Context: an optimization exercise on an open-source flow, tuned for small area and a short achievable clock period. The choices shown serve that exercise and are no tape-out recipe. Only simulation tests tie the RTL to the original design; equivalence was not proved. No activity file was given, so power comes from the tool's default toggle rates.

`flow/config.mk`:
```
export PLATFORM = sky130hd
export DESIGN_NAME = alu
export DESIGN_NICKNAME = alu
export VERILOG_FILES = /design/flow/design.v
export SDC_FILE = /design/flow/constraint.sdc
export NUM_CORES = 8
export LEC_CHECK = 0
export CAP_MARGIN = 20
export CORE_MARGIN = 2
export CORE_UTILIZATION = 40
export SETUP_SLACK_MARGIN = 1.5
export SLEW_MARGIN = 20
export SYNTH_HIERARCHICAL = 1
```
`flow/constraint.sdc`:
```
create_clock -name core_clock -period 7.5 [get_ports {clk}]
set_input_delay 1.5000 -clock core_clock [delete_from_list [all_inputs] [get_ports {clk}]]
set_output_delay 1.5000 -clock core_clock [all_outputs]
set_load 0.01 [all_outputs]
```
`flow/design.v`:
```
`default_nettype none
module g_inv (input wire a, output wire y);
  assign y = ~a;
endmodule
module g_buf (input wire a, output wire y);
  assign y = a;
endmodule
module g_nand2 (input wire a, b, output wire y);
  assign y = ~(a & b);
endmodule
module g_nor2 (input wire a, b, output wire y);
  assign y = ~(a | b);
endmodule
module g_and2 (input wire a, b, output wire y);
  assign y = a & b;
endmodule
module g_or2 (input wire a, b, output wire y);
  assign y = a | b;
endmodule
module g_nand3 (input wire a, b, c, output wire y);
  assign y = ~(a & b & c);
endmodule
module g_nor3 (input wire a, b, c, output wire y);
  assign y = ~(a | b | c);
endmodule
module g_nand4 (input wire a, b, c, d, output wire y);
  assign y = ~(a & b & c & d);
endmodule
module g_nor4 (input wire a, b, c, d, output wire y);
  assign y = ~(a | b | c | d);
endmodule
module g_xor2 (input wire a, b, output wire y);
  assign y = a ^ b;
endmodule
module g_xnor2 (input wire a, b, output wire y);
  assign y = ~(a ^ b);
endmodule
module g_a21oi (input wire a1, a2, b1, output wire y);
  assign y = ~((a1 & a2) | b1);
endmodule
module g_o21ai (input wire a1, a2, b1, output wire y);
  assign y = ~((a1 | a2) & b1);
endmodule
module g_a22oi (input wire a1, a2, b1, b2, output wire y);
  assign y = ~((a1 & a2) | (b1 & b2));
endmodule
module g_o22ai (input wire a1, a2, b1, b2, output wire y);
  assign y = ~((a1 | a2) & (b1 | b2));
endmodule
module g_a2bb2oi (input wire a1n, a2n, b1, b2, output wire y);
  assign y = ~((~a1n & ~a2n) | (b1 & b2));
endmodule
module alu (
  input  logic clk, rst,
  input  logic [31:0] in1, in2,
  input  logic fue,
  input  logic [4:0] op,
  output logic [31:0] out,
  output logic [3:0] fout
);
  logic Ccur;
  assign Ccur = fout[1];
  logic valid, ar, arn, lg, inv, negb, nnegb, qn0, cin, cinn, cm0;
  logic sp, sg, sx, spn, sgn;
  assign lg    = ~op[4] &  op[3] &  (op[2] | op[1]);          
  assign valid = ~op[4] & ~(op[3] ? ~(op[2] | op[1]) : (op[2] & op[1]));
  assign ar    = ~op[4] & ~op[3] & ~(op[2] & op[1]) & (op[2] | op[1] | ~op[0]);  
  assign arn   = ~ar;
  logic o1, o1n, u, un;
  assign o1    = op[1];
  assign o1n   = ~op[1];
  assign u     = op[3] & ~op[2] & ~op[0];
  assign un    = ~u;
  assign inv   = ~op[1] | u;                                  
  assign negb  = op[0] & ~op[3] & (~op[2] | Ccur);             
  assign nnegb = ~negb;
  assign qn0   = ~(inv & nnegb);
  assign cin   = ~op[3] & (~op[1] | (op[0] & Ccur));          
  assign cinn  = ~cin;
  assign cm0   = cin & ar;
  assign sp    = valid & ~(op[3] & op[2] & ~op[1]);           
  assign sg    = lg & ((op[1] & op[0] & ~op[2]) | (op[2] & ~op[1]));    
  assign sx    = valid & ((~op[3] & ~op[2] & ~op[1] & op[0]) | (op[3] & ~op[2] & op[1] & ~op[0])
                          | (op[3] & op[2] & ~op[1] & ~op[0]) | (op[3] & op[2] & op[1] & op[0]));  
  assign spn   = ~sp;
  assign sgn   = ~sg;
  wire n1, n101, n103, n105, n107, n109, n11, n111, n113, n115, n117, n119;
  wire n121, n123, n125, n127, n129, n13, n131, n133, n135, n137, n139, n141;
  wire n143, n145, n147, n149, n15, n151, n153, n155, n157, n159, n161, n163;
  wire n165, n167, n169, n17, n171, n173, n175, n177, n179, n181, n183, n185;
  wire n187, n189, n19, n191, n193, n195, n197, n199, n201, n203, n205, n207;
  wire n209, n21, n211, n213, n215, n217, n219, n221, n223, n225, n227, n229;
  wire n23, n231, n233, n235, n237, n239, n241, n243, n245, n247, n249, n25;
  wire n251, n253, n255, n257, n259, n261, n263, n265, n267, n269, n27, n271;
  wire n273, n275, n277, n279, n281, n283, n285, n287, n289, n29, n291, n293;
  wire n295, n297, n299, n3, n301, n303, n305, n307, n309, n31, n311, n313;
  wire n315, n317, n319, n321, n323, n325, n327, n329, n33, n331, n333, n335;
  wire n337, n339, n341, n343, n345, n347, n349, n35, n351, n353, n355, n357;
  wire n359, n361, n363, n365, n367, n369, n37, n371, n373, n375, n377, n379;
  wire n381, n383, n385, n387, n389, n39, n391, n393, n395, n397, n399, n401;
  wire n403, n405, n407, n409, n41, n411, n413, n415, n417, n419, n421, n423;
  wire n425, n427, n429, n43, n431, n433, n435, n437, n439, n441, n443, n445;
  wire n447, n449, n45, n451, n453, n455, n457, n459, n461, n463, n465, n467;
  wire n469, n47, n471, n473, n475, n477, n479, n481, n483, n485, n487, n489;
  wire n49, n491, n493, n495, n497, n499, n5, n501, n503, n505, n507, n509;
  wire n51, n511, n513, n515, n517, n519, n521, n523, n525, n527, n529, n53;
  wire n531, n533, n535, n537, n539, n541, n543, n545, n547, n549, n55, n551;
  wire n553, n555, n557, n559, n561, n563, n565, n567, n569, n57, n571, n573;
  wire n575, n577, n579, n581, n583, n585, n587, n589, n59, n591, n593, n595;
  wire n597, n599, n601, n603, n605, n607, n609, n61, n611, n613, n615, n617;
  wire n619, n621, n623, n625, n627, n629, n63, n631, n633, n635, n637, n639;
  wire n641, n643, n645, n647, n649, n65, n651, n653, n655, n657, n659, n661;
  wire n663, n665, n667, n669, n67, n671, n673, n675, n677, n679, n681, n683;
  wire n685, n687, n689, n69, n691, n693, n695, n697, n699, n7, n701, n703;
  wire n705, n707, n709, n71, n711, n713, n715, n717, n719, n721, n723, n725;
  wire n727, n729, n73, n731, n733, n735, n737, n739, n741, n743, n745, n747;
  wire n749, n75, n751, n753, n755, n757, n759, n761, n763, n765, n767, n769;
  wire n77, n771, n773, n775, n777, n779, n781, n783, n785, n787, n789, n79;
  wire n792, n794, n797, n799, n802, n804, n807, n809, n81, n812, n814, n817;
  wire n819, n822, n824, n827, n829, n83, n832, n834, n837, n839, n842, n844;
  wire n847, n849, n85, n852, n854, n857, n859, n862, n864, n867, n869, n87;
  wire n872, n874, n877, n879, n882, n884, n887, n889, n89, n892, n894, n897;
  wire n899, n9, n902, n904, n907, n909, n91, n912, n914, n917, n919, n922;
  wire n924, n927, n929, n93, n932, n934, n937, n939, n942, n944, n95, n97;
  wire n99;
  g_nor2 u2 (.a(in2[1]), .b(in2[0]), .y(n1));
  g_nor2 u4 (.a(in2[3]), .b(in2[2]), .y(n3));
  g_nor2 u6 (.a(in2[5]), .b(in2[4]), .y(n5));
  g_nor2 u8 (.a(in2[7]), .b(in2[6]), .y(n7));
  g_nor2 u10 (.a(in2[9]), .b(in2[8]), .y(n9));
  g_nor2 u12 (.a(in2[11]), .b(in2[10]), .y(n11));
  g_nor2 u14 (.a(in2[13]), .b(in2[12]), .y(n13));
  g_nor2 u16 (.a(in2[15]), .b(in2[14]), .y(n15));
  g_nor2 u18 (.a(in2[17]), .b(in2[16]), .y(n17));
  g_nor2 u20 (.a(in2[19]), .b(in2[18]), .y(n19));
  g_nor2 u22 (.a(in2[21]), .b(in2[20]), .y(n21));
  g_nor2 u24 (.a(in2[23]), .b(in2[22]), .y(n23));
  g_nor2 u26 (.a(in2[25]), .b(in2[24]), .y(n25));
  g_nor2 u28 (.a(in2[27]), .b(in2[26]), .y(n27));
  g_nor2 u30 (.a(in2[29]), .b(in2[28]), .y(n29));
  g_nand2 u32 (.a(n3), .b(n1), .y(n31));
  g_nand2 u34 (.a(n5), .b(n3), .y(n33));
  g_nand2 u36 (.a(n7), .b(n5), .y(n35));
  g_nand2 u38 (.a(n9), .b(n7), .y(n37));
  g_nand2 u40 (.a(n11), .b(n9), .y(n39));
  g_nand2 u42 (.a(n13), .b(n11), .y(n41));
  g_nand2 u44 (.a(n15), .b(n13), .y(n43));
  g_nand2 u46 (.a(n17), .b(n15), .y(n45));
  g_nand2 u48 (.a(n19), .b(n17), .y(n47));
  g_nand2 u50 (.a(n21), .b(n19), .y(n49));
  g_nand2 u52 (.a(n23), .b(n21), .y(n51));
  g_nand2 u54 (.a(n25), .b(n23), .y(n53));
  g_nand2 u56 (.a(n27), .b(n25), .y(n55));
  g_nand2 u58 (.a(n29), .b(n27), .y(n57));
  g_inv u60 (.a(n1), .y(n59));
  g_nor2 u62 (.a(n33), .b(n59), .y(n61));
  g_nor2 u64 (.a(n35), .b(n31), .y(n63));
  g_nor2 u66 (.a(n37), .b(n33), .y(n65));
  g_nor2 u68 (.a(n39), .b(n35), .y(n67));
  g_nor2 u70 (.a(n41), .b(n37), .y(n69));
  g_nor2 u72 (.a(n43), .b(n39), .y(n71));
  g_nor2 u74 (.a(n45), .b(n41), .y(n73));
  g_nor2 u76 (.a(n47), .b(n43), .y(n75));
  g_nor2 u78 (.a(n49), .b(n45), .y(n77));
  g_nor2 u80 (.a(n51), .b(n47), .y(n79));
  g_nor2 u82 (.a(n53), .b(n49), .y(n81));
  g_nor2 u84 (.a(n55), .b(n51), .y(n83));
  g_nor2 u86 (.a(n57), .b(n53), .y(n85));
  g_nand2 u88 (.a(n65), .b(n1), .y(n87));
  g_inv u90 (.a(n31), .y(n89));
  g_nand2 u92 (.a(n67), .b(n89), .y(n91));
  g_nand2 u94 (.a(n69), .b(n61), .y(n93));
  g_nand2 u96 (.a(n71), .b(n63), .y(n95));
  g_nand2 u98 (.a(n73), .b(n65), .y(n97));
  g_nand2 u100 (.a(n75), .b(n67), .y(n99));
  g_nand2 u102 (.a(n77), .b(n69), .y(n101));
  g_nand2 u104 (.a(n79), .b(n71), .y(n103));
  g_nand2 u106 (.a(n81), .b(n73), .y(n105));
  g_nand2 u108 (.a(n83), .b(n75), .y(n107));
  g_nand2 u110 (.a(n85), .b(n77), .y(n109));
  g_nor2 u112 (.a(n97), .b(n59), .y(n111));
  g_nor2 u114 (.a(n99), .b(n31), .y(n113));
  g_inv u116 (.a(n61), .y(n115));
  g_nor2 u118 (.a(n101), .b(n115), .y(n117));
  g_inv u120 (.a(n63), .y(n119));
  g_nor2 u122 (.a(n103), .b(n119), .y(n121));
  g_nor2 u124 (.a(n105), .b(n87), .y(n123));
  g_nor2 u126 (.a(n107), .b(n91), .y(n125));
  g_nor2 u128 (.a(n109), .b(n93), .y(n127));
  g_nor2 u130 (.a(in2[2]), .b(n59), .y(n129));
  g_nor2 u132 (.a(in2[4]), .b(n31), .y(n131));
  g_nor2 u134 (.a(in2[6]), .b(n115), .y(n133));
  g_nor2 u136 (.a(in2[8]), .b(n119), .y(n135));
  g_nor2 u138 (.a(in2[10]), .b(n87), .y(n137));
  g_nor2 u140 (.a(in2[12]), .b(n91), .y(n139));
  g_nor2 u142 (.a(in2[14]), .b(n93), .y(n141));
  g_nor2 u144 (.a(in2[16]), .b(n95), .y(n143));
  g_inv u146 (.a(n111), .y(n145));
  g_nor2 u148 (.a(in2[18]), .b(n145), .y(n147));
  g_inv u150 (.a(n113), .y(n149));
  g_nor2 u152 (.a(in2[20]), .b(n149), .y(n151));
  g_inv u154 (.a(n117), .y(n153));
  g_nor2 u156 (.a(in2[22]), .b(n153), .y(n155));
  g_inv u158 (.a(n121), .y(n157));
  g_nor2 u160 (.a(in2[24]), .b(n157), .y(n159));
  g_inv u162 (.a(n123), .y(n161));
  g_nor2 u164 (.a(in2[26]), .b(n161), .y(n163));
  g_inv u166 (.a(n125), .y(n165));
  g_nor2 u168 (.a(in2[28]), .b(n165), .y(n167));
  g_inv u170 (.a(n127), .y(n169));
  g_nor2 u172 (.a(in2[30]), .b(n169), .y(n171));
  g_xnor2 b_0 (.a(in2[0]), .b(qn0), .y(n173));
  g_xnor2 p_0 (.a(in1[0]), .b(n173), .y(n175));
  g_nand2 g_0 (.a(in1[0]), .b(n173), .y(n177));
  g_nor2 t_0 (.a(in1[0]), .b(n173), .y(n179));
  g_o22ai q_1 (.a1(o1n), .a2(u), .b1(in2[0]), .b2(nnegb), .y(n181));
  g_xnor2 b_1 (.a(in2[1]), .b(n181), .y(n183));
  g_xnor2 p_1 (.a(in1[1]), .b(n183), .y(n185));
  g_nand2 g_1 (.a(in1[1]), .b(n183), .y(n187));
  g_nor2 t_1 (.a(in1[1]), .b(n183), .y(n189));
  g_a22oi q_2 (.a1(o1), .a2(un), .b1(n1), .b2(negb), .y(n191));
  g_xor2 b_2 (.a(in2[2]), .b(n191), .y(n193));
  g_xnor2 p_2 (.a(in1[2]), .b(n193), .y(n195));
  g_nand2 g_2 (.a(in1[2]), .b(n193), .y(n197));
  g_nor2 t_2 (.a(in1[2]), .b(n193), .y(n199));
  g_a22oi q_3 (.a1(o1), .a2(un), .b1(n129), .b2(negb), .y(n201));
  g_xor2 b_3 (.a(in2[3]), .b(n201), .y(n203));
  g_xnor2 p_3 (.a(in1[3]), .b(n203), .y(n205));
  g_nand2 g_3 (.a(in1[3]), .b(n203), .y(n207));
  g_nor2 t_3 (.a(in1[3]), .b(n203), .y(n209));
  g_o22ai q_4 (.a1(o1n), .a2(u), .b1(n31), .b2(nnegb), .y(n211));
  g_xnor2 b_4 (.a(in2[4]), .b(n211), .y(n213));
  g_xnor2 p_4 (.a(in1[4]), .b(n213), .y(n215));
  g_nand2 g_4 (.a(in1[4]), .b(n213), .y(n217));
  g_nor2 t_4 (.a(in1[4]), .b(n213), .y(n219));
  g_a22oi q_5 (.a1(o1), .a2(un), .b1(n131), .b2(negb), .y(n221));
  g_xor2 b_5 (.a(in2[5]), .b(n221), .y(n223));
  g_xnor2 p_5 (.a(in1[5]), .b(n223), .y(n225));
  g_nand2 g_5 (.a(in1[5]), .b(n223), .y(n227));
  g_nor2 t_5 (.a(in1[5]), .b(n223), .y(n229));
  g_a22oi q_6 (.a1(o1), .a2(un), .b1(n61), .b2(negb), .y(n231));
  g_xor2 b_6 (.a(in2[6]), .b(n231), .y(n233));
  g_xnor2 p_6 (.a(in1[6]), .b(n233), .y(n235));
  g_nand2 g_6 (.a(in1[6]), .b(n233), .y(n237));
  g_nor2 t_6 (.a(in1[6]), .b(n233), .y(n239));
  g_a22oi q_7 (.a1(o1), .a2(un), .b1(n133), .b2(negb), .y(n241));
  g_xor2 b_7 (.a(in2[7]), .b(n241), .y(n243));
  g_xnor2 p_7 (.a(in1[7]), .b(n243), .y(n245));
  g_nand2 g_7 (.a(in1[7]), .b(n243), .y(n247));
  g_nor2 t_7 (.a(in1[7]), .b(n243), .y(n249));
  g_a22oi q_8 (.a1(o1), .a2(un), .b1(n63), .b2(negb), .y(n251));
  g_xor2 b_8 (.a(in2[8]), .b(n251), .y(n253));
  g_xnor2 p_8 (.a(in1[8]), .b(n253), .y(n255));
  g_nand2 g_8 (.a(in1[8]), .b(n253), .y(n257));
  g_nor2 t_8 (.a(in1[8]), .b(n253), .y(n259));
  g_a22oi q_9 (.a1(o1), .a2(un), .b1(n135), .b2(negb), .y(n261));
  g_xor2 b_9 (.a(in2[9]), .b(n261), .y(n263));
  g_xnor2 p_9 (.a(in1[9]), .b(n263), .y(n265));
  g_nand2 g_9 (.a(in1[9]), .b(n263), .y(n267));
  g_nor2 t_9 (.a(in1[9]), .b(n263), .y(n269));
  g_o22ai q_10 (.a1(o1n), .a2(u), .b1(n87), .b2(nnegb), .y(n271));
  g_xnor2 b_10 (.a(in2[10]), .b(n271), .y(n273));
  g_xnor2 p_10 (.a(in1[10]), .b(n273), .y(n275));
  g_nand2 g_10 (.a(in1[10]), .b(n273), .y(n277));
  g_nor2 t_10 (.a(in1[10]), .b(n273), .y(n279));
  g_a22oi q_11 (.a1(o1), .a2(un), .b1(n137), .b2(negb), .y(n281));
  g_xor2 b_11 (.a(in2[11]), .b(n281), .y(n283));
  g_xnor2 p_11 (.a(in1[11]), .b(n283), .y(n285));
  g_nand2 g_11 (.a(in1[11]), .b(n283), .y(n287));
  g_nor2 t_11 (.a(in1[11]), .b(n283), .y(n289));
  g_o22ai q_12 (.a1(o1n), .a2(u), .b1(n91), .b2(nnegb), .y(n291));
  g_xnor2 b_12 (.a(in2[12]), .b(n291), .y(n293));
  g_xnor2 p_12 (.a(in1[12]), .b(n293), .y(n295));
  g_nand2 g_12 (.a(in1[12]), .b(n293), .y(n297));
  g_nor2 t_12 (.a(in1[12]), .b(n293), .y(n299));
  g_a22oi q_13 (.a1(o1), .a2(un), .b1(n139), .b2(negb), .y(n301));
  g_xor2 b_13 (.a(in2[13]), .b(n301), .y(n303));
  g_xnor2 p_13 (.a(in1[13]), .b(n303), .y(n305));
  g_nand2 g_13 (.a(in1[13]), .b(n303), .y(n307));
  g_nor2 t_13 (.a(in1[13]), .b(n303), .y(n309));
  g_o22ai q_14 (.a1(o1n), .a2(u), .b1(n93), .b2(nnegb), .y(n311));
  g_xnor2 b_14 (.a(in2[14]), .b(n311), .y(n313));
  g_xnor2 p_14 (.a(in1[14]), .b(n313), .y(n315));
  g_nand2 g_14 (.a(in1[14]), .b(n313), .y(n317));
  g_nor2 t_14 (.a(in1[14]), .b(n313), .y(n319));
  g_a22oi q_15 (.a1(o1), .a2(un), .b1(n141), .b2(negb), .y(n321));
  g_xor2 b_15 (.a(in2[15]), .b(n321), .y(n323));
  g_xnor2 p_15 (.a(in1[15]), .b(n323), .y(n325));
  g_nand2 g_15 (.a(in1[15]), .b(n323), .y(n327));
  g_nor2 t_15 (.a(in1[15]), .b(n323), .y(n329));
  g_o22ai q_16 (.a1(o1n), .a2(u), .b1(n95), .b2(nnegb), .y(n331));
  g_xnor2 b_16 (.a(in2[16]), .b(n331), .y(n333));
  g_xnor2 p_16 (.a(in1[16]), .b(n333), .y(n335));
  g_nand2 g_16 (.a(in1[16]), .b(n333), .y(n337));
  g_nor2 t_16 (.a(in1[16]), .b(n333), .y(n339));
  g_a22oi q_17 (.a1(o1), .a2(un), .b1(n143), .b2(negb), .y(n341));
  g_xor2 b_17 (.a(in2[17]), .b(n341), .y(n343));
  g_xnor2 p_17 (.a(in1[17]), .b(n343), .y(n345));
  g_nand2 g_17 (.a(in1[17]), .b(n343), .y(n347));
  g_nor2 t_17 (.a(in1[17]), .b(n343), .y(n349));
  g_a22oi q_18 (.a1(o1), .a2(un), .b1(n111), .b2(negb), .y(n351));
  g_xor2 b_18 (.a(in2[18]), .b(n351), .y(n353));
  g_xnor2 p_18 (.a(in1[18]), .b(n353), .y(n355));
  g_nand2 g_18 (.a(in1[18]), .b(n353), .y(n357));
  g_nor2 t_18 (.a(in1[18]), .b(n353), .y(n359));
  g_a22oi q_19 (.a1(o1), .a2(un), .b1(n147), .b2(negb), .y(n361));
  g_xor2 b_19 (.a(in2[19]), .b(n361), .y(n363));
  g_xnor2 p_19 (.a(in1[19]), .b(n363), .y(n365));
  g_nand2 g_19 (.a(in1[19]), .b(n363), .y(n367));
  g_nor2 t_19 (.a(in1[19]), .b(n363), .y(n369));
  g_a22oi q_20 (.a1(o1), .a2(un), .b1(n113), .b2(negb), .y(n371));
  g_xor2 b_20 (.a(in2[20]), .b(n371), .y(n373));
  g_xnor2 p_20 (.a(in1[20]), .b(n373), .y(n375));
  g_nand2 g_20 (.a(in1[20]), .b(n373), .y(n377));
  g_nor2 t_20 (.a(in1[20]), .b(n373), .y(n379));
  g_a22oi q_21 (.a1(o1), .a2(un), .b1(n151), .b2(negb), .y(n381));
  g_xor2 b_21 (.a(in2[21]), .b(n381), .y(n383));
  g_xnor2 p_21 (.a(in1[21]), .b(n383), .y(n385));
  g_nand2 g_21 (.a(in1[21]), .b(n383), .y(n387));
  g_nor2 t_21 (.a(in1[21]), .b(n383), .y(n389));
  g_a22oi q_22 (.a1(o1), .a2(un), .b1(n117), .b2(negb), .y(n391));
  g_xor2 b_22 (.a(in2[22]), .b(n391), .y(n393));
  g_xnor2 p_22 (.a(in1[22]), .b(n393), .y(n395));
  g_nand2 g_22 (.a(in1[22]), .b(n393), .y(n397));
  g_nor2 t_22 (.a(in1[22]), .b(n393), .y(n399));
  g_a22oi q_23 (.a1(o1), .a2(un), .b1(n155), .b2(negb), .y(n401));
  g_xor2 b_23 (.a(in2[23]), .b(n401), .y(n403));
  g_xnor2 p_23 (.a(in1[23]), .b(n403), .y(n405));
  g_nand2 g_23 (.a(in1[23]), .b(n403), .y(n407));
  g_nor2 t_23 (.a(in1[23]), .b(n403), .y(n409));
  g_a22oi q_24 (.a1(o1), .a2(un), .b1(n121), .b2(negb), .y(n411));
  g_xor2 b_24 (.a(in2[24]), .b(n411), .y(n413));
  g_xnor2 p_24 (.a(in1[24]), .b(n413), .y(n415));
  g_nand2 g_24 (.a(in1[24]), .b(n413), .y(n417));
  g_nor2 t_24 (.a(in1[24]), .b(n413), .y(n419));
  g_a22oi q_25 (.a1(o1), .a2(un), .b1(n159), .b2(negb), .y(n421));
  g_xor2 b_25 (.a(in2[25]), .b(n421), .y(n423));
  g_xnor2 p_25 (.a(in1[25]), .b(n423), .y(n425));
  g_nand2 g_25 (.a(in1[25]), .b(n423), .y(n427));
  g_nor2 t_25 (.a(in1[25]), .b(n423), .y(n429));
  g_a22oi q_26 (.a1(o1), .a2(un), .b1(n123), .b2(negb), .y(n431));
  g_xor2 b_26 (.a(in2[26]), .b(n431), .y(n433));
  g_xnor2 p_26 (.a(in1[26]), .b(n433), .y(n435));
  g_nand2 g_26 (.a(in1[26]), .b(n433), .y(n437));
  g_nor2 t_26 (.a(in1[26]), .b(n433), .y(n439));
  g_a22oi q_27 (.a1(o1), .a2(un), .b1(n163), .b2(negb), .y(n441));
  g_xor2 b_27 (.a(in2[27]), .b(n441), .y(n443));
  g_xnor2 p_27 (.a(in1[27]), .b(n443), .y(n445));
  g_nand2 g_27 (.a(in1[27]), .b(n443), .y(n447));
  g_nor2 t_27 (.a(in1[27]), .b(n443), .y(n449));
  g_a22oi q_28 (.a1(o1), .a2(un), .b1(n125), .b2(negb), .y(n451));
  g_xor2 b_28 (.a(in2[28]), .b(n451), .y(n453));
  g_xnor2 p_28 (.a(in1[28]), .b(n453), .y(n455));
  g_nand2 g_28 (.a(in1[28]), .b(n453), .y(n457));
  g_nor2 t_28 (.a(in1[28]), .b(n453), .y(n459));
  g_a22oi q_29 (.a1(o1), .a2(un), .b1(n167), .b2(negb), .y(n461));
  g_xor2 b_29 (.a(in2[29]), .b(n461), .y(n463));
  g_xnor2 p_29 (.a(in1[29]), .b(n463), .y(n465));
  g_nand2 g_29 (.a(in1[29]), .b(n463), .y(n467));
  g_nor2 t_29 (.a(in1[29]), .b(n463), .y(n469));
  g_a22oi q_30 (.a1(o1), .a2(un), .b1(n127), .b2(negb), .y(n471));
  g_xor2 b_30 (.a(in2[30]), .b(n471), .y(n473));
  g_xnor2 p_30 (.a(in1[30]), .b(n473), .y(n475));
  g_nand2 g_30 (.a(in1[30]), .b(n473), .y(n477));
  g_nor2 t_30 (.a(in1[30]), .b(n473), .y(n479));
  g_a22oi q_31 (.a1(o1), .a2(un), .b1(n171), .b2(negb), .y(n481));
  g_xor2 b_31 (.a(in2[31]), .b(n481), .y(n483));
  g_xnor2 p_31 (.a(in1[31]), .b(n483), .y(n485));
  g_nand2 g_31 (.a(in1[31]), .b(n483), .y(n487));
  g_nor2 t_31 (.a(in1[31]), .b(n483), .y(n489));
  g_o21ai u492 (.a1(n179), .a2(cinn), .b1(n177), .y(n491));
  g_inv u494 (.a(n491), .y(n493));
  g_o21ai u496 (.a1(n189), .a2(n493), .b1(n187), .y(n495));
  g_o21ai u498 (.a1(n209), .a2(n197), .b1(n207), .y(n497));
  g_nor2 u500 (.a(n209), .b(n199), .y(n499));
  g_o21ai u502 (.a1(n229), .a2(n217), .b1(n227), .y(n501));
  g_nor2 u504 (.a(n229), .b(n219), .y(n503));
  g_o21ai u506 (.a1(n249), .a2(n237), .b1(n247), .y(n505));
  g_nor2 u508 (.a(n249), .b(n239), .y(n507));
  g_o21ai u510 (.a1(n269), .a2(n257), .b1(n267), .y(n509));
  g_nor2 u512 (.a(n269), .b(n259), .y(n511));
  g_o21ai u514 (.a1(n289), .a2(n277), .b1(n287), .y(n513));
  g_nor2 u516 (.a(n289), .b(n279), .y(n515));
  g_o21ai u518 (.a1(n309), .a2(n297), .b1(n307), .y(n517));
  g_nor2 u520 (.a(n309), .b(n299), .y(n519));
  g_o21ai u522 (.a1(n329), .a2(n317), .b1(n327), .y(n521));
  g_nor2 u524 (.a(n329), .b(n319), .y(n523));
  g_o21ai u526 (.a1(n349), .a2(n337), .b1(n347), .y(n525));
  g_nor2 u528 (.a(n349), .b(n339), .y(n527));
  g_o21ai u530 (.a1(n369), .a2(n357), .b1(n367), .y(n529));
  g_nor2 u532 (.a(n369), .b(n359), .y(n531));
  g_o21ai u534 (.a1(n389), .a2(n377), .b1(n387), .y(n533));
  g_nor2 u536 (.a(n389), .b(n379), .y(n535));
  g_o21ai u538 (.a1(n409), .a2(n397), .b1(n407), .y(n537));
  g_nor2 u540 (.a(n409), .b(n399), .y(n539));
  g_o21ai u542 (.a1(n429), .a2(n417), .b1(n427), .y(n541));
  g_nor2 u544 (.a(n429), .b(n419), .y(n543));
  g_o21ai u546 (.a1(n449), .a2(n437), .b1(n447), .y(n545));
  g_nor2 u548 (.a(n449), .b(n439), .y(n547));
  g_o21ai u550 (.a1(n469), .a2(n457), .b1(n467), .y(n549));
  g_nor2 u552 (.a(n469), .b(n459), .y(n551));
  g_inv u554 (.a(n495), .y(n553));
  g_o21ai u556 (.a1(n199), .a2(n553), .b1(n197), .y(n555));
  g_a21oi u558 (.a1(n499), .a2(n495), .b1(n497), .y(n557));
  g_inv u560 (.a(n501), .y(n559));
  g_o21ai u562 (.a1(n239), .a2(n559), .b1(n237), .y(n561));
  g_inv u564 (.a(n503), .y(n563));
  g_nor2 u566 (.a(n239), .b(n563), .y(n565));
  g_a21oi u568 (.a1(n507), .a2(n501), .b1(n505), .y(n567));
  g_nand2 u570 (.a(n507), .b(n503), .y(n569));
  g_inv u572 (.a(n509), .y(n571));
  g_o21ai u574 (.a1(n279), .a2(n571), .b1(n277), .y(n573));
  g_inv u576 (.a(n511), .y(n575));
  g_nor2 u578 (.a(n279), .b(n575), .y(n577));
  g_a21oi u580 (.a1(n515), .a2(n509), .b1(n513), .y(n579));
  g_nand2 u582 (.a(n515), .b(n511), .y(n581));
  g_inv u584 (.a(n517), .y(n583));
  g_o21ai u586 (.a1(n319), .a2(n583), .b1(n317), .y(n585));
  g_inv u588 (.a(n519), .y(n587));
  g_nor2 u590 (.a(n319), .b(n587), .y(n589));
  g_a21oi u592 (.a1(n523), .a2(n517), .b1(n521), .y(n591));
  g_nand2 u594 (.a(n523), .b(n519), .y(n593));
  g_inv u596 (.a(n525), .y(n595));
  g_o21ai u598 (.a1(n359), .a2(n595), .b1(n357), .y(n597));
  g_inv u600 (.a(n527), .y(n599));
  g_nor2 u602 (.a(n359), .b(n599), .y(n601));
  g_a21oi u604 (.a1(n531), .a2(n525), .b1(n529), .y(n603));
  g_nand2 u606 (.a(n531), .b(n527), .y(n605));
  g_inv u608 (.a(n533), .y(n607));
  g_o21ai u610 (.a1(n399), .a2(n607), .b1(n397), .y(n609));
  g_inv u612 (.a(n535), .y(n611));
  g_nor2 u614 (.a(n399), .b(n611), .y(n613));
  g_a21oi u616 (.a1(n539), .a2(n533), .b1(n537), .y(n615));
  g_nand2 u618 (.a(n539), .b(n535), .y(n617));
  g_inv u620 (.a(n541), .y(n619));
  g_o21ai u622 (.a1(n439), .a2(n619), .b1(n437), .y(n621));
  g_inv u624 (.a(n543), .y(n623));
  g_nor2 u626 (.a(n439), .b(n623), .y(n625));
  g_a21oi u628 (.a1(n547), .a2(n541), .b1(n545), .y(n627));
  g_nand2 u630 (.a(n547), .b(n543), .y(n629));
  g_inv u632 (.a(n549), .y(n631));
  g_o21ai u634 (.a1(n479), .a2(n631), .b1(n477), .y(n633));
  g_inv u636 (.a(n551), .y(n635));
  g_nor2 u638 (.a(n479), .b(n635), .y(n637));
  g_o21ai u640 (.a1(n219), .a2(n557), .b1(n217), .y(n639));
  g_inv u642 (.a(n557), .y(n641));
  g_a21oi u644 (.a1(n503), .a2(n641), .b1(n501), .y(n643));
  g_a21oi u646 (.a1(n565), .a2(n641), .b1(n561), .y(n645));
  g_o21ai u648 (.a1(n569), .a2(n557), .b1(n567), .y(n647));
  g_o21ai u650 (.a1(n299), .a2(n579), .b1(n297), .y(n649));
  g_nor2 u652 (.a(n299), .b(n581), .y(n651));
  g_inv u654 (.a(n579), .y(n653));
  g_a21oi u656 (.a1(n519), .a2(n653), .b1(n517), .y(n655));
  g_inv u658 (.a(n581), .y(n657));
  g_nand2 u660 (.a(n519), .b(n657), .y(n659));
  g_a21oi u662 (.a1(n589), .a2(n653), .b1(n585), .y(n661));
  g_nand2 u664 (.a(n589), .b(n657), .y(n663));
  g_o21ai u666 (.a1(n593), .a2(n579), .b1(n591), .y(n665));
  g_nor2 u668 (.a(n593), .b(n581), .y(n667));
  g_o21ai u670 (.a1(n379), .a2(n603), .b1(n377), .y(n669));
  g_nor2 u672 (.a(n379), .b(n605), .y(n671));
  g_inv u674 (.a(n603), .y(n673));
  g_a21oi u676 (.a1(n535), .a2(n673), .b1(n533), .y(n675));
  g_inv u678 (.a(n605), .y(n677));
  g_nand2 u680 (.a(n535), .b(n677), .y(n679));
  g_a21oi u682 (.a1(n613), .a2(n673), .b1(n609), .y(n681));
  g_nand2 u684 (.a(n613), .b(n677), .y(n683));
  g_o21ai u686 (.a1(n617), .a2(n603), .b1(n615), .y(n685));
  g_nor2 u688 (.a(n617), .b(n605), .y(n687));
  g_o21ai u690 (.a1(n459), .a2(n627), .b1(n457), .y(n689));
  g_nor2 u692 (.a(n459), .b(n629), .y(n691));
  g_inv u694 (.a(n627), .y(n693));
  g_a21oi u696 (.a1(n551), .a2(n693), .b1(n549), .y(n695));
  g_inv u698 (.a(n629), .y(n697));
  g_nand2 u700 (.a(n551), .b(n697), .y(n699));
  g_a21oi u702 (.a1(n637), .a2(n693), .b1(n633), .y(n701));
  g_nand2 u704 (.a(n637), .b(n697), .y(n703));
  g_inv u706 (.a(n647), .y(n705));
  g_o21ai u708 (.a1(n259), .a2(n705), .b1(n257), .y(n707));
  g_a21oi u710 (.a1(n511), .a2(n647), .b1(n509), .y(n709));
  g_a21oi u712 (.a1(n577), .a2(n647), .b1(n573), .y(n711));
  g_o21ai u714 (.a1(n581), .a2(n705), .b1(n579), .y(n713));
  g_a21oi u716 (.a1(n651), .a2(n647), .b1(n649), .y(n715));
  g_o21ai u718 (.a1(n659), .a2(n705), .b1(n655), .y(n717));
  g_o21ai u720 (.a1(n663), .a2(n705), .b1(n661), .y(n719));
  g_a21oi u722 (.a1(n667), .a2(n647), .b1(n665), .y(n721));
  g_inv u724 (.a(n685), .y(n723));
  g_o21ai u726 (.a1(n419), .a2(n723), .b1(n417), .y(n725));
  g_inv u728 (.a(n687), .y(n727));
  g_nor2 u730 (.a(n419), .b(n727), .y(n729));
  g_a21oi u732 (.a1(n543), .a2(n685), .b1(n541), .y(n731));
  g_nand2 u734 (.a(n543), .b(n687), .y(n733));
  g_a21oi u736 (.a1(n625), .a2(n685), .b1(n621), .y(n735));
  g_nand2 u738 (.a(n625), .b(n687), .y(n737));
  g_o21ai u740 (.a1(n629), .a2(n723), .b1(n627), .y(n739));
  g_nor2 u742 (.a(n629), .b(n727), .y(n741));
  g_a21oi u744 (.a1(n691), .a2(n685), .b1(n689), .y(n743));
  g_nand2 u746 (.a(n691), .b(n687), .y(n745));
  g_o21ai u748 (.a1(n699), .a2(n723), .b1(n695), .y(n747));
  g_nor2 u750 (.a(n699), .b(n727), .y(n749));
  g_o21ai u752 (.a1(n703), .a2(n723), .b1(n701), .y(n751));
  g_nor2 u754 (.a(n703), .b(n727), .y(n753));
  g_o21ai u756 (.a1(n339), .a2(n721), .b1(n337), .y(n755));
  g_inv u758 (.a(n721), .y(n757));
  g_a21oi u760 (.a1(n527), .a2(n757), .b1(n525), .y(n759));
  g_a21oi u762 (.a1(n601), .a2(n757), .b1(n597), .y(n761));
  g_o21ai u764 (.a1(n605), .a2(n721), .b1(n603), .y(n763));
  g_a21oi u766 (.a1(n671), .a2(n757), .b1(n669), .y(n765));
  g_o21ai u768 (.a1(n679), .a2(n721), .b1(n675), .y(n767));
  g_o21ai u770 (.a1(n683), .a2(n721), .b1(n681), .y(n769));
  g_a21oi u772 (.a1(n687), .a2(n757), .b1(n685), .y(n771));
  g_a21oi u774 (.a1(n729), .a2(n757), .b1(n725), .y(n773));
  g_o21ai u776 (.a1(n733), .a2(n721), .b1(n731), .y(n775));
  g_o21ai u778 (.a1(n737), .a2(n721), .b1(n735), .y(n777));
  g_a21oi u780 (.a1(n741), .a2(n757), .b1(n739), .y(n779));
  g_o21ai u782 (.a1(n745), .a2(n721), .b1(n743), .y(n781));
  g_a21oi u784 (.a1(n749), .a2(n757), .b1(n747), .y(n783));
  g_a21oi u786 (.a1(n753), .a2(n757), .b1(n751), .y(n785));
  g_o22ai l_0 (.a1(n175), .a2(spn), .b1(n177), .b2(sgn), .y(n787));
  g_a21oi m_0 (.a1(in1[0]), .a2(sx), .b1(cm0), .y(n789));
  g_xnor2 o_0 (.a(n787), .b(n789), .y(out[0]));
  g_o22ai l_1 (.a1(n185), .a2(spn), .b1(n187), .b2(sgn), .y(n792));
  g_a22oi m_1 (.a1(n491), .a2(ar), .b1(in1[1]), .b2(sx), .y(n794));
  g_xnor2 o_1 (.a(n792), .b(n794), .y(out[1]));
  g_o22ai l_2 (.a1(n195), .a2(spn), .b1(n197), .b2(sgn), .y(n797));
  g_a22oi m_2 (.a1(n495), .a2(ar), .b1(in1[2]), .b2(sx), .y(n799));
  g_xnor2 o_2 (.a(n797), .b(n799), .y(out[2]));
  g_o22ai l_3 (.a1(n205), .a2(spn), .b1(n207), .b2(sgn), .y(n802));
  g_a22oi m_3 (.a1(n555), .a2(ar), .b1(in1[3]), .b2(sx), .y(n804));
  g_xnor2 o_3 (.a(n802), .b(n804), .y(out[3]));
  g_o22ai l_4 (.a1(n215), .a2(spn), .b1(n217), .b2(sgn), .y(n807));
  g_a2bb2oi m_4 (.a1n(n557), .a2n(arn), .b1(in1[4]), .b2(sx), .y(n809));
  g_xnor2 o_4 (.a(n807), .b(n809), .y(out[4]));
  g_o22ai l_5 (.a1(n225), .a2(spn), .b1(n227), .b2(sgn), .y(n812));
  g_a22oi m_5 (.a1(n639), .a2(ar), .b1(in1[5]), .b2(sx), .y(n814));
  g_xnor2 o_5 (.a(n812), .b(n814), .y(out[5]));
  g_o22ai l_6 (.a1(n235), .a2(spn), .b1(n237), .b2(sgn), .y(n817));
  g_a2bb2oi m_6 (.a1n(n643), .a2n(arn), .b1(in1[6]), .b2(sx), .y(n819));
  g_xnor2 o_6 (.a(n817), .b(n819), .y(out[6]));
  g_o22ai l_7 (.a1(n245), .a2(spn), .b1(n247), .b2(sgn), .y(n822));
  g_a2bb2oi m_7 (.a1n(n645), .a2n(arn), .b1(in1[7]), .b2(sx), .y(n824));
  g_xnor2 o_7 (.a(n822), .b(n824), .y(out[7]));
  g_o22ai l_8 (.a1(n255), .a2(spn), .b1(n257), .b2(sgn), .y(n827));
  g_a22oi m_8 (.a1(n647), .a2(ar), .b1(in1[8]), .b2(sx), .y(n829));
  g_xnor2 o_8 (.a(n827), .b(n829), .y(out[8]));
  g_o22ai l_9 (.a1(n265), .a2(spn), .b1(n267), .b2(sgn), .y(n832));
  g_a22oi m_9 (.a1(n707), .a2(ar), .b1(in1[9]), .b2(sx), .y(n834));
  g_xnor2 o_9 (.a(n832), .b(n834), .y(out[9]));
  g_o22ai l_10 (.a1(n275), .a2(spn), .b1(n277), .b2(sgn), .y(n837));
  g_a2bb2oi m_10 (.a1n(n709), .a2n(arn), .b1(in1[10]), .b2(sx), .y(n839));
  g_xnor2 o_10 (.a(n837), .b(n839), .y(out[10]));
  g_o22ai l_11 (.a1(n285), .a2(spn), .b1(n287), .b2(sgn), .y(n842));
  g_a2bb2oi m_11 (.a1n(n711), .a2n(arn), .b1(in1[11]), .b2(sx), .y(n844));
  g_xnor2 o_11 (.a(n842), .b(n844), .y(out[11]));
  g_o22ai l_12 (.a1(n295), .a2(spn), .b1(n297), .b2(sgn), .y(n847));
  g_a22oi m_12 (.a1(n713), .a2(ar), .b1(in1[12]), .b2(sx), .y(n849));
  g_xnor2 o_12 (.a(n847), .b(n849), .y(out[12]));
  g_o22ai l_13 (.a1(n305), .a2(spn), .b1(n307), .b2(sgn), .y(n852));
  g_a2bb2oi m_13 (.a1n(n715), .a2n(arn), .b1(in1[13]), .b2(sx), .y(n854));
  g_xnor2 o_13 (.a(n852), .b(n854), .y(out[13]));
  g_o22ai l_14 (.a1(n315), .a2(spn), .b1(n317), .b2(sgn), .y(n857));
  g_a22oi m_14 (.a1(n717), .a2(ar), .b1(in1[14]), .b2(sx), .y(n859));
  g_xnor2 o_14 (.a(n857), .b(n859), .y(out[14]));
  g_o22ai l_15 (.a1(n325), .a2(spn), .b1(n327), .b2(sgn), .y(n862));
  g_a22oi m_15 (.a1(n719), .a2(ar), .b1(in1[15]), .b2(sx), .y(n864));
  g_xnor2 o_15 (.a(n862), .b(n864), .y(out[15]));
  g_o22ai l_16 (.a1(n335), .a2(spn), .b1(n337), .b2(sgn), .y(n867));
  g_a2bb2oi m_16 (.a1n(n721), .a2n(arn), .b1(in1[16]), .b2(sx), .y(n869));
  g_xnor2 o_16 (.a(n867), .b(n869), .y(out[16]));
  g_o22ai l_17 (.a1(n345), .a2(spn), .b1(n347), .b2(sgn), .y(n872));
  g_a22oi m_17 (.a1(n755), .a2(ar), .b1(in1[17]), .b2(sx), .y(n874));
  g_xnor2 o_17 (.a(n872), .b(n874), .y(out[17]));
  g_o22ai l_18 (.a1(n355), .a2(spn), .b1(n357), .b2(sgn), .y(n877));
  g_a2bb2oi m_18 (.a1n(n759), .a2n(arn), .b1(in1[18]), .b2(sx), .y(n879));
  g_xnor2 o_18 (.a(n877), .b(n879), .y(out[18]));
  g_o22ai l_19 (.a1(n365), .a2(spn), .b1(n367), .b2(sgn), .y(n882));
  g_a2bb2oi m_19 (.a1n(n761), .a2n(arn), .b1(in1[19]), .b2(sx), .y(n884));
  g_xnor2 o_19 (.a(n882), .b(n884), .y(out[19]));
  g_o22ai l_20 (.a1(n375), .a2(spn), .b1(n377), .b2(sgn), .y(n887));
  g_a22oi m_20 (.a1(n763), .a2(ar), .b1(in1[20]), .b2(sx), .y(n889));
  g_xnor2 o_20 (.a(n887), .b(n889), .y(out[20]));
  g_o22ai l_21 (.a1(n385), .a2(spn), .b1(n387), .b2(sgn), .y(n892));
  g_a2bb2oi m_21 (.a1n(n765), .a2n(arn), .b1(in1[21]), .b2(sx), .y(n894));
  g_xnor2 o_21 (.a(n892), .b(n894), .y(out[21]));
  g_o22ai l_22 (.a1(n395), .a2(spn), .b1(n397), .b2(sgn), .y(n897));
  g_a22oi m_22 (.a1(n767), .a2(ar), .b1(in1[22]), .b2(sx), .y(n899));
  g_xnor2 o_22 (.a(n897), .b(n899), .y(out[22]));
  g_o22ai l_23 (.a1(n405), .a2(spn), .b1(n407), .b2(sgn), .y(n902));
  g_a22oi m_23 (.a1(n769), .a2(ar), .b1(in1[23]), .b2(sx), .y(n904));
  g_xnor2 o_23 (.a(n902), .b(n904), .y(out[23]));
  g_o22ai l_24 (.a1(n415), .a2(spn), .b1(n417), .b2(sgn), .y(n907));
  g_a2bb2oi m_24 (.a1n(n771), .a2n(arn), .b1(in1[24]), .b2(sx), .y(n909));
  g_xnor2 o_24 (.a(n907), .b(n909), .y(out[24]));
  g_o22ai l_25 (.a1(n425), .a2(spn), .b1(n427), .b2(sgn), .y(n912));
  g_a2bb2oi m_25 (.a1n(n773), .a2n(arn), .b1(in1[25]), .b2(sx), .y(n914));
  g_xnor2 o_25 (.a(n912), .b(n914), .y(out[25]));
  g_o22ai l_26 (.a1(n435), .a2(spn), .b1(n437), .b2(sgn), .y(n917));
  g_a22oi m_26 (.a1(n775), .a2(ar), .b1(in1[26]), .b2(sx), .y(n919));
  g_xnor2 o_26 (.a(n917), .b(n919), .y(out[26]));
  g_o22ai l_27 (.a1(n445), .a2(spn), .b1(n447), .b2(sgn), .y(n922));
  g_a22oi m_27 (.a1(n777), .a2(ar), .b1(in1[27]), .b2(sx), .y(n924));
  g_xnor2 o_27 (.a(n922), .b(n924), .y(out[27]));
  g_o22ai l_28 (.a1(n455), .a2(spn), .b1(n457), .b2(sgn), .y(n927));
  g_a2bb2oi m_28 (.a1n(n779), .a2n(arn), .b1(in1[28]), .b2(sx), .y(n929));
  g_xnor2 o_28 (.a(n927), .b(n929), .y(out[28]));
  g_o22ai l_29 (.a1(n465), .a2(spn), .b1(n467), .b2(sgn), .y(n932));
  g_a22oi m_29 (.a1(n781), .a2(ar), .b1(in1[29]), .b2(sx), .y(n934));
  g_xnor2 o_29 (.a(n932), .b(n934), .y(out[29]));
  g_o22ai l_30 (.a1(n475), .a2(spn), .b1(n477), .b2(sgn), .y(n937));
  g_a2bb2oi m_30 (.a1n(n783), .a2n(arn), .b1(in1[30]), .b2(sx), .y(n939));
  g_xnor2 o_30 (.a(n937), .b(n939), .y(out[30]));
  g_o22ai l_31 (.a1(n485), .a2(spn), .b1(n487), .b2(sgn), .y(n942));
  g_a2bb2oi m_31 (.a1n(n785), .a2n(arn), .b1(in1[31]), .b2(sx), .y(n944));
  g_xnor2 o_31 (.a(n942), .b(n944), .y(out[31]));
  logic a, b, o, N, Z, C, V, bx, cv_on, subf;
  assign a = in1[31];
  assign b = in2[31];
  assign o = out[31];
  assign N = o;
  assign Z = ~|out;
  assign subf  = (op == 5'd4) | (op == 5'd5);
  assign cv_on = (op == 5'd2) | (op == 5'd3) | subf;
  assign bx = b ^ subf;
  assign C = cv_on & ((a & bx) | (a & ~o) | (bx & ~o));
  assign V = cv_on & (subf ? (b & (a ^ o)) : (~(a ^ b) & (a ^ o)));
  always_ff @(posedge rst, posedge clk)
    if (rst)
      fout <= 4'b0;
    else if (fue) begin
      if (valid)          fout[3:2] <= {N, Z};
      if (~op[4] & ~op[3] & ~(op[2] & op[1])) fout[1:0] <= {C, V};
    end
endmodule
```
`flow/flow/run.sh`:
```
#!/bin/bash
# Layout flow: the standard ORFS flow (standard.sh) with two changes:
#  - the port buffers are sky130_fd_sc_hd__buf_1 (the default choice is a
#    large delay cell);
#  - before floorplanning, every logic cell is set to drive strength 1
#    (flow/downsize.tcl), so that timing repair upsizes only what it needs.
set -euo pipefail
export BUFFER_PORTS_ARGS="-buffer_cell sky130_fd_sc_hd__buf_1"
export PRE_FLOORPLAN_TCL="$PWD/flow/downsize.tcl"
bash standard.sh synth > synth.log 2>&1
bash standard.sh finish > layout.log 2>&1
```
`flow/flow/downsize.tcl`:
```
# Set every logic cell that synthesis mapped to a larger drive strength back
# to drive strength 1; timing repair later upsizes only where it is needed.
set db [ord::get_db]
set lib [lindex [$db getLibs] 0]
set n 0
foreach inst [[ord::get_db_block] getInsts] {
  set m [[$inst getMaster] getName]
  if {[regexp {^(sky130_fd_sc_hd__[a-z0-9]+)_([0-9]+)$} $m -> base size]} {
    if {$size > 1 && ![string match *df* $base] && ![string match *buf* $base]} {
      set target [$db findMaster ${base}_1]
      if {$target != "NULL" && $target != ""} {
        $inst swapMaster $target
        incr n
      }
    }
  }
}
puts "downsize: $n cells set to drive strength 1"
```
`flow/standard.sh`:
```
#!/bin/bash
# synth_recipe.tcl (not shown) runs the flow's synth.tcl, then flattens the netlist and writes it again
# the make line also repeats each setting of config.mk as NAME=value (left out here)
make -C /OpenROAD-flow-scripts/flow DESIGN_CONFIG=/design/flow/config.mk WORK_HOME=/design/flow/orfs CLKGATE_MAP_FILE= SYNTH_SCRIPT=/design/flow/synth_recipe.tcl "${@:-finish}"
```
==> notes.md <==
Slew HR=0.394; Antenna Nets Post-Route=0; layout cells sized above 1=0.231; global-route wire length before repair=about 19 mm; peak fanout along the critical path=8; top register by number of flip-flops=fout; cell area after layout=0.00471 sq mm; Total Power=slightly below 600 uW; WHS=0.484 ns; static power due to leakage=about 1.8 nW; routed wire length per instance=around 16 microns; reg2reg start=fout[1]$_DFFE_PP0P_; critical path's most frequent cell=buf_2; startpoint type of the worst setup path=input port; clock sink total=4; total congestion overflow after global routing=0; Antenna diodes=0; Largest register FFs=4; vias per inst=5.68; Max IR drop VDD=between 0.06 and 0.07 mV; Crit. End Element=primary output; nets in the synthesized netlist=about 630; endpoint arrival time on the critical path=~4.5 ns; detailed-route wire length=about 13 mm; Die X-Extent=93.9 microns; RSZ-0062 raised after global routing=yes; Initial DRC Count=roughly 300; highest attainable clock frequency=roughly 0.17 GHz; worst-path cell with the longest stage delay=nor3b_4; WP buf/inv=4; delay of the slowest cell on the worst path=roughly 0.34 ns; starting density of the core=0.416; Floorplan Core Area=a little under 0.008 sq mm; critical setup path kind=in -> out; Synthesis Warnings=7; Hold Fails Final Rpt=0; instance count along the most critical hold path=1; drt pass-1 iters=4; via count of the first global-routing pass=4145; Net count, final=about 790; final worst-path cycle share=0.800; actual transition at the worst max-transition pin=a little over 0.9 ns; register clock-pin slew on the reported worst setup and hold paths=~0.030 ns; Reg2Reg Setup Slack=roughly 3.3 ns; number of buffers on the longest clock path=2; IO buf count=between 100 and 150; number of core rows=32; fin. max-slew vios=0; number of antenna violations at the first check in global routing=0; half-perimeter wire length after placement=~9.3 mm; PD cells=126 mW/mm^2; DP Area=about 0.0038 sq mm; class of the tightest hold or removal check=reg -> reg; result of the run=timing/DRC/antenna clean; Setup TNS Final=0 ns; Total Die Area=around 0.009 sq mm; weighted congestion reported at the end of routability-driven placement=around 0.94; Layout Cells excl Fill=about 800; clock tree root driver cell=clkbuf_8; Residual DRC=0; Worst Min Path Start=fout[3]$_DFFE_PP0P_; H-tree levels=1; I/O pin count=about 110; worst path required time=about 6.0 ns; shortest clock period the worst path allows after layout=~6 ns; total routing usage reported by global routing=0.267; pin count of the biggest net entering global routing=24; worst r2r path cells=21; via total after detailed routing=roughly 4600; Critical Path, Cell by Cell=buf_12, nor2b_4, nor3b_4, buf_2, a22oi_1, xor2_1, nor2_1, o21ai_1, a21oi_2, o21ai_4, a21oi_4, inv_4, a21oi_1, a2bb2oi_2, xnor2_2, buf_2; largest registers in the final layout=fout x4; final setup fails=0; register area=approximately 100 sq um; FF-to-FF End=fout[2]$_DFFE_PP0P_; number of buffers created by CTS=3; cell family with most CP delay=compound AO/OA/AOI/OAI gates; largest clock skew in the final design=0.00224 ns; post-placement cell count=roughly 770; CTS tree=yes; clock latency reported for the late side of the worst-skew pair=~0.22 ns; end point of the most critical hold path=fout[3]$_DFFE_PP0P_; Fill cells=792; max-cap check violation count=0; overall die height=93.9 microns; number of cells produced by synthesis=about 560; multi-input logic area=0.00341 sq mm
where the power goes:
group / internal (mW) / switching [mW]
clock: 0.0342 / 0.0110
sequential: 0.0255 / 0.00332
combinational: 0.223 / 0.297
total: 0.283 / 0.312
metal layers:
layer / routed length [microns] / global-route usage / vias to the layer above
li1: - / - / 2280
met1: 5850 / 0.363 / 2150
met2: 6140 / 0.460 / 183
met3: 865 / 0.0249 / 21
met4: 229 / 0.0531 / 0
met5: 0 / 0 / -
per-stage QoR:
stage,setup WS [ns],util
6_report,1.50,0.606
3_3_place_gp,0.793,0.494
4_1_cts,1.49,0.522
2_1_floorplan,1.56,-
5_1_grt,1.35,0.606
3_5_place_dp,0.692,0.494
layout make-up:
cell class | count | area share
clock buffers | 3 | 0.00876
well taps | 102 | 0.0271
multi-input cells | 505 | 0.725
inverters | 44 | 0.0364
flip-flops and latches | 4 | 0.0212
repair buffers | 158 | 0.182
cells in the final DEF (no fill, tap or decap), drive strengths merged, types with 2 or more instances in the layout:
cell type,count
a21oi,33
a22oi,42
a2bb2oi,15
buf,148
clkbuf,13
dfrtp,4
inv,43
mux2,2
nand2,77
nand2b,2
nand4,2
nor2,119
nor2b,4
nor3,2
nor4,8
o21ai,51
o22ai,38
or3b,4
xnor2,72
xor2,26
repair_timing:
item | CTS | global route
cloned | 2 | 2
endpoints found under the setup margin | 27 | 21
buffers inserted | 10 | 32
hold buffers | 0 | 0
pin swaps | 13 | 51
resized for setup | 20 | 110
worst max path at each step:
stage,startpoint,endpoint,depth (start not counted)
after CTS,op[2],out[31],16
after global placement,op[3],out[18],15
after floorplan,op[2],out[31],18
after detailed placement,op[3],out[31],15
final,op[2],out[25],16
after global routing,in2[0],out[31],20
worst register-to-register path, delay by kind of cell (launching register included):
kind	cells	cell delay, ns
buffers and inverters	4	0.56
and+or+nand+nor	6	1.39
xor gates and xnor gates	2	0.34
muxes	1	0.15
AOI/OAI and AO/OA	8	1.28
DFF	1	0.44

## re-timing with driven ports
Ports are ideal in the flow. The routed layout listed here was re-timed in OpenROAD.
Step 1 assumes that a clkbuf_16 drives the clock port and a buf_2 every other input.
Step 2 adds t to the input delays and takes it off the output delays; t is the mean of the earliest and latest rising clock arrival at the registers after step 1. Input paths then give back, and output paths get back, about the clock's delay inside the block.
Slacks: ideal ports / drivers / drivers and shift; pairs: ideal ports / drivers.
t (ns): 0.236
setup slack, ns: 1.503 / 1.429 / 1.429
worst slew at a driven data input, ns: 0.11
cell pins on the clock port's net: 1
After both steps setup and hold are still met in this run. The setup slack of this run moves by -0.074 ns with the drivers and by -0.074 ns with both steps.
